Context: an optimization exercise on an open-source flow, tuned for small area. The choices shown serve that exercise and are no tape-out recipe.
Function was checked by simulation only, so behaviour that the tests miss may differ from the original.
No driver is modelled on the clock port, so clock power and skew are understated where the tree is cut down; a real chip needs a root buffer or a tree.

==> flow/design.v <==
module frequence_divider(input iClk, input rst, output reg oClk);
	localparam [24:0] T = 25'h0a367b8;
	reg  [24:0] s;
	wire [24:0] d;
	wire rstn, x, tcn, oclk_x;
	fd_inv   u_rstn (.a(rst), .y(rstn));
	fd_nor2  u_d1 (.a(rst), .b(s[0]), .y(d[1]));
	fd_nor2  u_d2 (.a(rst), .b(s[1]), .y(d[2]));
	fd_nand2 u_d3 (.a(rstn), .b(s[2]), .y(d[3]));
	fd_nand2 u_d4 (.a(rstn), .b(s[3]), .y(d[4]));
	fd_nand2 u_d5 (.a(rstn), .b(s[4]), .y(d[5]));
	fd_nor2  u_d6 (.a(rst), .b(s[5]), .y(d[6]));
	fd_nand2 u_d7 (.a(rstn), .b(s[6]), .y(d[7]));
	fd_nand2 u_d8 (.a(rstn), .b(s[7]), .y(d[8]));
	fd_nand2 u_d9 (.a(rstn), .b(s[8]), .y(d[9]));
	fd_nand2 u_d10 (.a(rstn), .b(s[9]), .y(d[10]));
	fd_nor2  u_d11 (.a(rst), .b(s[10]), .y(d[11]));
	fd_nor2  u_d12 (.a(rst), .b(s[11]), .y(d[12]));
	fd_nand2 u_d13 (.a(rstn), .b(s[12]), .y(d[13]));
	fd_nand2 u_d14 (.a(rstn), .b(s[13]), .y(d[14]));
	fd_nor2  u_d15 (.a(rst), .b(s[14]), .y(d[15]));
	fd_nand2 u_d16 (.a(rstn), .b(s[15]), .y(d[16]));
	fd_nand2 u_d17 (.a(rstn), .b(s[16]), .y(d[17]));
	fd_nor2  u_d18 (.a(rst), .b(s[17]), .y(d[18]));
	fd_nor2  u_d19 (.a(rst), .b(s[18]), .y(d[19]));
	fd_nor2  u_d20 (.a(rst), .b(s[19]), .y(d[20]));
	fd_nand2 u_d21 (.a(rstn), .b(s[20]), .y(d[21]));
	fd_nor2  u_d22 (.a(rst), .b(s[21]), .y(d[22]));
	fd_nand2 u_d23 (.a(rstn), .b(s[22]), .y(d[23]));
	assign d[24] = s[23];
	fd_xnor2 u_fb (.a(s[24]), .b(s[2]), .y(x));
	fd_a21oi u_d0 (.a1(tcn), .a2(x), .b1(rst), .y(d[0]));
	wire [5:0] m;
	fd_nand4 u_m0 (.a(d[1]), .b(d[2]), .c(d[3]), .d(s[3]), .y(m[0]));
	fd_nand4 u_m1 (.a(s[4]), .b(s[5]), .c(d[7]), .d(s[7]), .y(m[1]));
	fd_nand4 u_m2 (.a(s[8]), .b(s[9]), .c(s[10]), .d(d[12]), .y(m[2]));
	fd_nand4 u_m3 (.a(d[13]), .b(s[13]), .c(s[14]), .d(d[16]), .y(m[3]));
	fd_nand4 u_m4 (.a(s[16]), .b(s[17]), .c(d[19]), .d(d[20]), .y(m[4]));
	fd_nand3 u_m5 (.a(s[21]), .b(d[23]), .c(s[23]), .y(m[5]));
	wire g0, g1;
	fd_nor3  u_g0 (.a(m[0]), .b(m[1]), .c(m[2]), .y(g0));
	fd_nor3  u_g1 (.a(m[3]), .b(m[4]), .c(m[5]), .y(g1));
	fd_nand2 u_tc (.a(g0), .b(g1), .y(tcn));
	wire oclk_d;
	fd_xor2  u_ox (.a(oClk), .b(tcn), .y(oclk_x));
	fd_nor2  u_od (.a(rst), .b(oclk_x), .y(oclk_d));
	always @(posedge iClk) begin
		s    <= d;
		oClk <= oclk_d;
	end
endmodule
module fd_inv(input a, output y);
	assign y = ~a;
endmodule
module fd_nand2(input a, b, output y);
	assign y = ~(a & b);
endmodule
module fd_nor2(input a, b, output y);
	assign y = ~(a | b);
endmodule
module fd_nand3(input a, b, c, output y);
	assign y = ~(a & b & c);
endmodule
module fd_nor3(input a, b, c, output y);
	assign y = ~(a | b | c);
endmodule
module fd_nand4(input a, b, c, d, output y);
	assign y = ~(a & b & c & d);
endmodule
module fd_xor2(input a, b, output y);
	assign y = a ^ b;
endmodule
module fd_xnor2(input a, b, output y);
	assign y = ~(a ^ b);
endmodule
module fd_a21oi(input a1, a2, b1, output y);
	assign y = ~((a1 & a2) | b1);
endmodule
export LEC_CHECK = 0
export CAP_MARGIN = 20
export CORE_AREA = 2 2 64 64
export CTS_BUF_LIST = sky130_fd_sc_hd__clkbuf_8
export DIE_AREA = 0 0 66 66
export PLACE_DENSITY = 0.9
export SLEW_MARGIN = 20
export SYNTH_HIERARCHICAL = 1
create_clock -name core_clock -period 20.0 [get_ports {iClk}]
standard.sh (not shown) runs the stock make flow with config.mk's settings and CLKGATE_MAP_FILE= SYNTH_SCRIPT=/design/flow/synth_recipe.tcl, a recipe that flattens the netlist after the stock synthesis.
==> flow/flow/run.sh <==
#!/bin/bash
# The standard layout with three changes:
#  - after floorplan, every combinational gate gets the smallest drive
#    strength of its function (flow/downsize.tcl);
#  - the port buffers are buf_1 cells (BUFFER_PORTS_ARGS);
#  - the clock tree is one level of clock buffers, each at the centre of the
#    registers it drives (flow/one_clkbuf.tcl, sourced before CTS).
# Each tool's output goes to standard.log in this folder.
set -euo pipefail
export BUFFER_PORTS_ARGS="-buffer_cell sky130_fd_sc_hd__buf_1"
export POST_FLOORPLAN_TCL="$PWD/flow/downsize.tcl"
export PRE_CTS_TCL="$PWD/flow/one_clkbuf.tcl"
export CLKBUF_GROUPS="${CLKBUF_GROUPS:-sky130_fd_sc_hd__clkbuf_1 3 sky130_fd_sc_hd__clkbuf_8 23}"
bash standard.sh > standard.log 2>&1
==> flow/flow/one_clkbuf.tcl <==
# Sourced by ORFS's cts.tcl before it builds the clock tree. It replaces
# clock_tree_synthesis with a one-level tree: the clock port drives a few
# clock buffers, each driving a group of register clock pins directly.
# CLKBUF_GROUPS lists "cell count" pairs; the last group takes the remaining
# registers. Registers are grouped by x position (left to right) and each
# buffer sits at the centre of its group; cts.tcl's detailed placement
# legalises the buffers.
rename clock_tree_synthesis orfs_clock_tree_synthesis
proc clock_tree_synthesis { args } {
  set block [ord::get_db_block]
  set db [ord::get_db]
  set clk_src [lindex [get_property [lindex [all_clocks] 0] sources] 0]
  set clk_net [$block findNet [get_full_name $clk_src]]
  set sinks {}
  foreach it [$clk_net getITerms] {
    set bb [[$it getInst] getBBox]
    lappend sinks [list [expr { ([$bb xMin] + [$bb xMax]) / 2 }] \
      [expr { ([$bb yMin] + [$bb yMax]) / 2 }] $it]
  }
  set sinks [lsort -integer -index 0 $sinks]
  set groups $::env(CLKBUF_GROUPS)
  set ngroups [expr { [llength $groups] / 2 }]
  set start 0
  for { set g 0 } { $g < $ngroups } { incr g } {
    set cell [lindex $groups [expr { 2 * $g }]]
    set count [lindex $groups [expr { 2 * $g + 1 }]]
    if { $g == $ngroups - 1 } {
      set members [lrange $sinks $start end]
    } else {
      set members [lrange $sinks $start [expr { $start + $count - 1 }]]
    }
    incr start [llength $members]
    set inst [odb::dbInst_create $block [$db findMaster $cell] clkbuf_${g}_iClk]
    set net [odb::dbNet_create $block clknet_${g}_iClk]
    $net setSigType CLOCK
    set sx 0
    set sy 0
    foreach m $members {
      set it [lindex $m 2]
      $it disconnect
      $it connect $net
      set sx [expr { $sx + [lindex $m 0] }]
      set sy [expr { $sy + [lindex $m 1] }]
    }
    set n [llength $members]
    [$inst findITerm A] connect $clk_net
    [$inst findITerm X] connect $net
    $inst setLocation [expr { $sx / $n }] [expr { $sy / $n }]
    $inst setPlacementStatus PLACED
    puts "one_clkbuf: $cell drives $n clock pins"
  }
  global_connect
  set_propagated_clock [all_clocks]
}
Other scripts of this flow, unchanged in this note and not shown: flow/flow/downsize.tcl
Edit:
--- a/flow/flow/run.sh
+++ b/flow/flow/run.sh
@@ -12,3 +12,3 @@
 export PRE_CTS_TCL="$PWD/flow/one_clkbuf.tcl"
-export CLKBUF_GROUPS="${CLKBUF_GROUPS:-sky130_fd_sc_hd__clkbuf_1 3 sky130_fd_sc_hd__clkbuf_8 23}"
+export CLKBUF_GROUPS="${CLKBUF_GROUPS:-sky130_fd_sc_hd__clkbuf_4 13 sky130_fd_sc_hd__clkbuf_4 13}"
 bash standard.sh > standard.log 2>&1
Result: Sequential share of layout area increases by 0.22 points; hold slack gains 0.017 ns; area after synthesis does not change.
Edit:
--- a/flow/flow/run.sh
+++ b/flow/flow/run.sh
@@ -12,3 +12,3 @@
 export PRE_CTS_TCL="$PWD/flow/one_clkbuf.tcl"
-export CLKBUF_GROUPS="${CLKBUF_GROUPS:-sky130_fd_sc_hd__clkbuf_4 13 sky130_fd_sc_hd__clkbuf_4 13}"
+export CLKBUF_GROUPS="${CLKBUF_GROUPS:-sky130_fd_sc_hd__clkbuf_2 4 sky130_fd_sc_hd__clkbuf_8 22}"
 bash standard.sh > standard.log 2>&1
Result:
- worst setup slack got worse by 0.016 ns
- area after synthesis stays the same
- die area is unchanged
- routed wire length grows by 1.4%
- final cell count does not change
No run of this note takes its clock network from TritonCTS; it comes from the design's own scripts or RTL.

port drivers added, routing unchanged:
The flow's constraints put no driver on any port. The routed layouts listed below were extracted and timed again, unchanged, in two steps. Step 1: set_driving_cell puts a clkbuf_16 on iClk and a buf_2 on each other input, an assumption about the parent block. Step 2 also shifts input and output timing later by t, the mid clock arrival at the registers, as if the neighbouring blocks saw the same clock. Three values: ideal ports, drivers, drivers and shift; two values: the first two.
run	shift t [ns]	setup slack, ns	hold WS [ns]	clock arrival spread, ns	worst slew at a driven data input, ns
the first run	0.163	14.523 / 14.522 / 14.360	0.351 / 0.351 / 0.351	0.068 / 0.067	0.03
the second run	0.195	14.522 / 14.520 / 14.325	0.368 / 0.368 / 0.368	0.006 / 0.006	0.03
the third run	0.162	14.506 / 14.507 / 14.345	0.319 / 0.319 / 0.319	0.066 / 0.066	0.03
After both steps setup and hold are still met in every run listed. The setup slack of the second run, which loses most, moves by -0.002 ns with the drivers and by -0.197 ns with both steps.
